Source: an optimization exercise on an open RTL-to-GDS flow (aim: small area). Production flows keep margins and buffers that such runs may drop. At most, simulation tests tie the RTL to the original design; equivalence was not proved.

==> inputs of v17 <==
Design vision_top, start of the top module:
module vision_top (
	input        clk,
	input        rst_n,
	input        key_0,
	input        key_1,
	input        key_2,
	input        key_3,
	input        key_4,
	input        key_5,
	input        key_6,
	input        key_7,
	input        key_8,
	input        key_9,
	input        key_A,
	input        key_B,
	input        key_reset,
	output       vga_hs,
	output       vga_vs,
	output       vga_de,
	output [7:0] vga_R,
	output [7:0] vga_G,
	output [7:0] vga_B,
	output [3:0] id1,
	output [3:0] id2,
	output [3:0] id3,
	output [3:0] id4,
	output [3:0] vision_size,
	output       vision_done,
	output       astigmatism_result,
	output       color_test_result,
	output       result_ready
);
	logic [2:0] ir_ev;
	logic       core_finish;
	logic [1:0] core_direction;
	logic [2:0] core_state;
	logic [1:0] phase;
	Virtual_IR virtual_ir0 (
		.i_clk      (clk),
		.i_rst      (rst_n),
		.i_1        (key_1),
		.i_2        (key_2),
		.i_3        (key_3),
		.i_4        (key_4),
		.i_5        (key_5),
		.i_6        (key_6),
  ...
Settings: LEC_CHECK=0, CAP_MARGIN=20, CORE_MARGIN=2, CORE_UTILIZATION=40, PLACE_DENSITY=0.6, SLEW_MARGIN=20; clock period 10.0 ns.
standard.sh (not shown) runs the stock make flow with config.mk's settings and CLKGATE_MAP_FILE= SYNTH_SCRIPT=/design/flow/synth_recipe.tcl, a recipe that flattens the netlist after the stock synthesis.
==> flow/flow/run.sh <==
#!/bin/bash
# Layout flow: the standard synthesis and layout, with these changes to
# how the layout is made:
#  - the buffers ABC inserted are removed at floorplan (REMOVE_ABC_BUFFERS),
#  - before placement repair, every logic cell is swapped for the smallest
#    cell of the same function (flow/downsize.tcl); repair_design then fixes
#    slew, capacitance and fanout as usual,
#  - the port buffers are the platform's smallest buffer (buf_1),
#  - clock tree synthesis uses clkbuf_8 and adds no dummy load cells.
# Each step's output goes to a log file of its own in this folder; ORFS also
# keeps its per-step logs under orfs/logs.
set -euo pipefail
KNOBS=(
	'REMOVE_ABC_BUFFERS=1'
	"PRE_RESIZE_TCL=$PWD/flow/downsize.tcl"
	'BUFFER_PORTS_ARGS=-buffer_cell sky130_fd_sc_hd__buf_1'
	'CTS_ARGS=-sink_clustering_enable -repair_clock_nets -dont_use_dummy_load -buf_list sky130_fd_sc_hd__clkbuf_8'
)
bash standard.sh synth > synth.log 2>&1
bash standard.sh "${KNOBS[@]}" floorplan > floorplan.log 2>&1
bash standard.sh "${KNOBS[@]}" place > place.log 2>&1
bash standard.sh "${KNOBS[@]}" cts > cts.log 2>&1
bash standard.sh "${KNOBS[@]}" route > route.log 2>&1
bash standard.sh "${KNOBS[@]}" finish > finish.log 2>&1
==> flow/flow/downsize.tcl <==
# Swap each logic cell for the smallest cell of the same function (the same
# name but for the drive-strength suffix). repair_design, which runs next in
# ORFS's resize step, then buffers or resizes whatever slew, capacitance or
# fanout needs. Flip-flops and clock cells are left as they are.
set dont_use {}
foreach p $::env(DONT_USE_CELLS) {
  foreach lc [get_lib_cells -quiet */$p] { lappend dont_use [get_name $lc] }
}
set swapped 0
set saved 0.0
foreach inst [get_cells *] {
  set ref [get_name [get_lib_cells -of_objects $inst]]
  if {![regexp {^(sky130_fd_sc_hd__[a-z0-9]+)_([0-9]+)$} $ref -> base drive]} { continue }
  if {[regexp {^sky130_fd_sc_hd__(df|sdf|edf|dl|clk|tap|fill|decap|conb|lpflow|probe)} $ref]} { continue }
  set best $ref
  set best_area [get_property [lindex [get_lib_cells */$ref] 0] area]
  foreach lc [get_lib_cells */${base}_*] {
    set name [get_name $lc]
    if {![regexp "^${base}_\[0-9\]+\$" $name]} { continue }
    if {[lsearch -exact $dont_use $name] >= 0} { continue }
    set a [get_property $lc area]
    if {$a < $best_area} { set best $name; set best_area $a }
  }
  if {$best ne $ref} {
    set saved [expr {$saved + [get_property [lindex [get_lib_cells */$ref] 0] area] - $best_area}]
    replace_cell [get_full_name $inst] $best
    incr swapped
  }
}
puts "downsize: swapped $swapped cells, [format %.1f $saved] um2 less"
==> inputs of v18, as changes to v17 <==
--- a/flow/design.v
+++ b/flow/design.v
@@ -331,45 +331,47 @@
 	integer i;
 	begin
 		le10 = 1'b1;
 		for (i = 0; i < 10; i = i + 1)
 			le10 = c[i] ? (!v[i] | le10) : (!v[i] & le10);
 		if (c[10]) le10 = 1'b1;
 	end
 endfunction
-function automatic [9:0] radd(input [9:0] a, input [9:0] b, input cin);
+function automatic [10:0] radd(input [10:0] a, input [10:0] b, input cin);
 	integer i;
 	logic c;
 	begin
 		c = cin;
-		for (i = 0; i < 10; i = i + 1) begin
+		for (i = 0; i < 11; i = i + 1) begin
 			radd[i] = a[i] ^ b[i] ^ c;
 			c = (a[i] & b[i]) | (a[i] & c) | (b[i] & c);
 		end
 	end
 endfunction
-function automatic logic ge11(input [9:0] v, input [11:0] c);
+function automatic logic ge11(input [10:0] v, input [11:0] c);
 	integer i;
 	begin
 		ge11 = 1'b1;
-		for (i = 0; i < 10; i = i + 1)
+		for (i = 0; i < 11; i = i + 1)
 			ge11 = c[i] ? (v[i] & ge11) : (v[i] | ge11);
+		if (c[11]) ge11 = 1'b0;
 	end
 endfunction
-function automatic logic le11(input [9:0] v, input [11:0] c);
+function automatic logic le11(input [10:0] v, input [11:0] c);
 	integer i;
 	begin
 		le11 = 1'b1;
-		for (i = 0; i < 10; i = i + 1)
+		for (i = 0; i < 11; i = i + 1)
 			le11 = c[i] ? (!v[i] | le11) : (!v[i] & le11);
+		if (c[11]) le11 = 1'b1;
 	end
 endfunction
-wire [9:0] dd = radd(hx, ~vy, 1'b1);
-wire [9:0] ss = radd(hx, vy, 1'b0);
+wire [10:0] dd = radd({1'b1, hx}, {1'b1, ~vy}, 1'b1);
+wire [10:0] ss = radd({1'b0, hx}, {1'b0, vy}, 1'b0);
 logic pix_r, pix_w;
 assign o_e_chart_color = pix_r;
 logic nz0, nz1, nz2, nz3, valid, sh0, sh1, sh2, sh3;
 assign nz0 = |i_ID_0;
 assign nz1 = |i_ID_1;
 assign nz2 = |i_ID_2;
 assign nz3 = |i_ID_3;
 assign valid = !((!nz0 && (nz1 || nz2 || nz3)) || (!nz1 && (nz2 || nz3)) || (!nz2 && nz3));
@@ -416,17 +418,17 @@
 logic uid_blk;
 always_comb begin
 	uid_blk =
 		((((ge10(hx, (51) + 88) && le10(hx, (56) + 88)) || (ge10(hx, (85) + 88) && le10(hx, (90) + 88))) && (ge10(vy, (201) + 76) && le10(vy, (274) + 76))) || ((ge10(vy, (274) + 76) && le10(vy, (280) + 76)) && (ge10(hx, (51) + 88) && le10(hx, (90) + 88)))) ||
 		((ge10(hx, (101) + 88) && le10(hx, (140) + 88)) && (ge10(vy, (201) + 76) && le10(vy, (280) + 76)) && !((ge10(hx, (106) + 88) && (ge10(vy, (207) + 76) && le10(vy, (237) + 76))) || (le10(hx, (134) + 88) && (ge10(vy, (244) + 76) && le10(vy, (273) + 76))))) ||
 		((ge10(hx, (151) + 88) && le10(hx, (190) + 88)) && (ge10(vy, (201) + 76) && le10(vy, (280) + 76)) && !(ge10(hx, (156) + 88) && ((ge10(vy, (207) + 76) && le10(vy, (237) + 76)) || (ge10(vy, (244) + 76) && le10(vy, (273) + 76))))) ||
 		((ge10(hx, (201) + 88) && le10(hx, (206) + 88)) && (ge10(vy, (201) + 76) && le10(vy, (280) + 76))) ||
 		((ge10(hx, (207) + 88) && le10(hx, (240) + 88)) && (ge10(vy, (201) + 76) && le10(vy, (243) + 76)) && !(le10(hx, (234) + 88) && (ge10(vy, (207) + 76) && le10(vy, (237) + 76)))) ||
-		((ge10(hx, (207) + 88) && le10(hx, (240) + 88)) && (ge10(vy, (244) + 76) && le10(vy, (280) + 76)) && (ge11(dd, ((-43) + 12 + 1024) % 1024) && le11(dd, ((-35) + 12 + 1024) % 1024))) ||
+		((ge10(hx, (207) + 88) && le10(hx, (240) + 88)) && (ge10(vy, (244) + 76) && le10(vy, (280) + 76)) && (ge11(dd, (-43) + 1036) && le11(dd, (-35) + 1036))) ||
 		((ge10(hx, (261) + 88) && le10(hx, (300) + 88)) && ((ge10(vy, (201) + 76) && le10(vy, (207) + 76)) || (ge10(vy, (274) + 76) && le10(vy, (280) + 76)))) ||
 		((ge10(hx, (277) + 88) && le10(hx, (283) + 88)) && (ge10(vy, (208) + 76) && le10(vy, (273) + 76))) ||
 		((ge10(hx, (344) + 88) && le10(hx, (350) + 88)) && (ge10(vy, (201) + 76) && le10(vy, (280) + 76))) ||
 		((ge10(vy, (237) + 76) && le10(vy, (280) + 76)) && (ge10(hx, (311) + 88) && le10(hx, (344) + 88)) && !((ge10(vy, (243) + 76) && le10(vy, (274) + 76)) && ge10(hx, (317) + 88))) ||
 		((ge10(hx, (372) + 88) && le10(hx, (378) + 88)) && ((ge10(vy, (218) + 76) && le10(vy, (224) + 76)) || (ge10(vy, (256) + 76) && le10(vy, (262) + 76)))) ||
 		id_blk;
 end
 logic rA, rB, rC, rD, rE;
@@ -527,29 +529,29 @@
 	inbox = (hx[9:7] == 3'b001) && (vy[9:7] == 3'b010) && ra[7] && rb[7];
 	ee = i_direction[0] ? eb : mb;
 	e_lit = ((gev(sa, b1) && !gev(sa, b2)) || (gev(ma, b1) && !gev(ma, b2))) && gev(ee, b1);
 end
 logic ast_blk;
 assign ast_blk =
 	(((ge10(hx, (312) + 88) && le10(hx, (314) + 88)) || (ge10(hx, (318) + 88) && le10(hx, (320) + 88)) || (ge10(hx, (324) + 88) && le10(hx, (326) + 88))) && (ge10(vy, (282) + 76) || le10(vy, (198) + 76))) ||
 	(((ge10(vy, (232) + 76) && le10(vy, (235) + 76)) || (ge10(vy, (239) + 76) && le10(vy, (242) + 76)) || (ge10(vy, (246) + 76) && le10(vy, (249) + 76))) && (ge10(hx, (355) + 88) || le10(hx, (285) + 88))) ||
-	(ge11(dd, ((68) + 12 + 1024) % 1024) && le11(dd, ((72) + 12 + 1024) % 1024)) || (ge11(dd, ((78) + 12 + 1024) % 1024) && le11(dd, ((82) + 12 + 1024) % 1024)) || (ge11(dd, ((88) + 12 + 1024) % 1024) && le11(dd, ((92) + 12 + 1024) % 1024)) ||
-	(ge11(ss, ((548) + 164) % 1024) && le11(ss, ((552) + 164) % 1024)) || (ge11(ss, ((558) + 164) % 1024) && le11(ss, ((562) + 164) % 1024)) || (ge11(ss, ((568) + 164) % 1024) && le11(ss, ((572) + 164) % 1024));
+	(ge11(dd, (68) + 1036) && le11(dd, (72) + 1036)) || (ge11(dd, (78) + 1036) && le11(dd, (82) + 1036)) || (ge11(dd, (88) + 1036) && le11(dd, (92) + 1036)) ||
+	(ge11(ss, (548) + 164) && le11(ss, (552) + 164)) || (ge11(ss, (558) + 164) && le11(ss, (562) + 164)) || (ge11(ss, (568) + 164) && le11(ss, (572) + 164));
 logic yn_sel, yn_blk;
 always_comb begin
 	yn_sel = i_state[2] ? color_test_result : astigmatism_or_not;
 	if (!yn_sel)
 		yn_blk = (ge10(hx, (280) + 88) && le10(hx, (360) + 88)) && (ge10(vy, (185) + 76) && le10(vy, (295) + 76)) &&
-		         ((ge10(hx, (320) + 88) && le10(vy, (225) + 76) && (ge11(ss, ((538) + 164) % 1024) && le11(ss, ((548) + 164) % 1024))) ||
-		          (le10(hx, (320) + 88) && le10(vy, (225) + 76) && (ge11(dd, ((88) + 12 + 1024) % 1024) && le11(dd, ((98) + 12 + 1024) % 1024))) ||
+		         ((ge10(hx, (320) + 88) && le10(vy, (225) + 76) && (ge11(ss, (538) + 164) && le11(ss, (548) + 164))) ||
+		          (le10(hx, (320) + 88) && le10(vy, (225) + 76) && (ge11(dd, (88) + 1036) && le11(dd, (98) + 1036))) ||
 		          ((ge10(hx, (317) + 88) && le10(hx, (323) + 88)) && ge10(vy, (225) + 76)));
 	else
 		yn_blk = (ge10(hx, (265) + 88) && le10(hx, (375) + 88)) && (ge10(vy, (186) + 76) && le10(vy, (294) + 76)) &&
-		         (le10(hx, (272) + 88) || ge10(hx, (368) + 88) || (ge11(dd, ((74) + 12 + 1024) % 1024) && le11(dd, ((86) + 12 + 1024) % 1024)));
+		         (le10(hx, (272) + 88) || ge10(hx, (368) + 88) || (ge11(dd, (74) + 1036) && le11(dd, (86) + 1036)));
 end
 always_comb begin
 	case (i_state)
 		3'd0: pix_w = !uid_blk;
 		3'd1: pix_w = (i_size > 4'd12) ? 1'b0 : i_done ? !res_blk : (!inbox || e_lit);
 		3'd2: pix_w = !ast_blk;
 		3'd3: pix_w = !yn_blk;
 		3'd5: pix_w = !yn_blk;
==> flow/flow/run.sh (replaced) <==
#!/bin/bash
# Layout flow: the standard synthesis and layout, with three changes to
# how the layout is made:
#  - the port buffers are the platform's smallest buffer (buf_1),
#  - clock tree synthesis adds no dummy load cells,
#  - after global routing, cells on paths with positive slack are downsized
#    (ORFS's power recovery).
# Each step's output goes to a log file of its own in this folder; ORFS also
# keeps its per-step logs under orfs/logs.
set -euo pipefail
bash standard.sh synth > synth.log 2>&1
bash standard.sh \
	'BUFFER_PORTS_ARGS=-buffer_cell sky130_fd_sc_hd__buf_1' \
	floorplan place > place.log 2>&1
bash standard.sh \
	'BUFFER_PORTS_ARGS=-buffer_cell sky130_fd_sc_hd__buf_1' \
	'CTS_ARGS=-sink_clustering_enable -repair_clock_nets -dont_use_dummy_load -buf_list sky130_fd_sc_hd__clkbuf_8 -sink_clustering_size 30' \
	cts > cts.log 2>&1
bash standard.sh \
	'BUFFER_PORTS_ARGS=-buffer_cell sky130_fd_sc_hd__buf_1' \
	'CTS_ARGS=-sink_clustering_enable -repair_clock_nets -dont_use_dummy_load -buf_list sky130_fd_sc_hd__clkbuf_8 -sink_clustering_size 30' \
	RECOVER_POWER=100 \
	finish > finish.log 2>&1
removed: flow/flow/downsize.tcl
==> run notes <==
v18 produced a layout that fails on max-capacitance violations, max-slew violations. v17 ended with an error in placement repair, error STA-2204. Synthesized cell count: v18 is lower than v17 (about 1.1%). Against v17, the area after synthesis of v18 is smaller by 1.5%.
The RTL of v17 was laid out without a check of its function.

-- static timing again, ports no longer ideal --
In the flow no input, the clock included, has a driving cell. The finished layout below was timed again as built, in two steps. Step 1, drivers: a clkbuf_16 drives clk and a buf_2 each remaining input, both assumed. Step 2 adds t to the input delays and takes it off the output delays; t is the mean of the earliest and latest rising clock arrival at the registers after step 1. Input paths then give back, and output paths get back, about the clock's delay inside the block. a / b / c = ideal / step 1 / step 2; a / b = the first two.
run: v18
shift t [ns]: 0.388
slack for setup (ns): 3.724 / 3.724 / 3.724
hold WS [ns]: 0.536 / 0.536 / 0.536
latest minus earliest clock arrival (ns): 0.025 / 0.025
The setup slack of v18 moves by 0.000 ns with the drivers and by 0.000 ns with both steps.
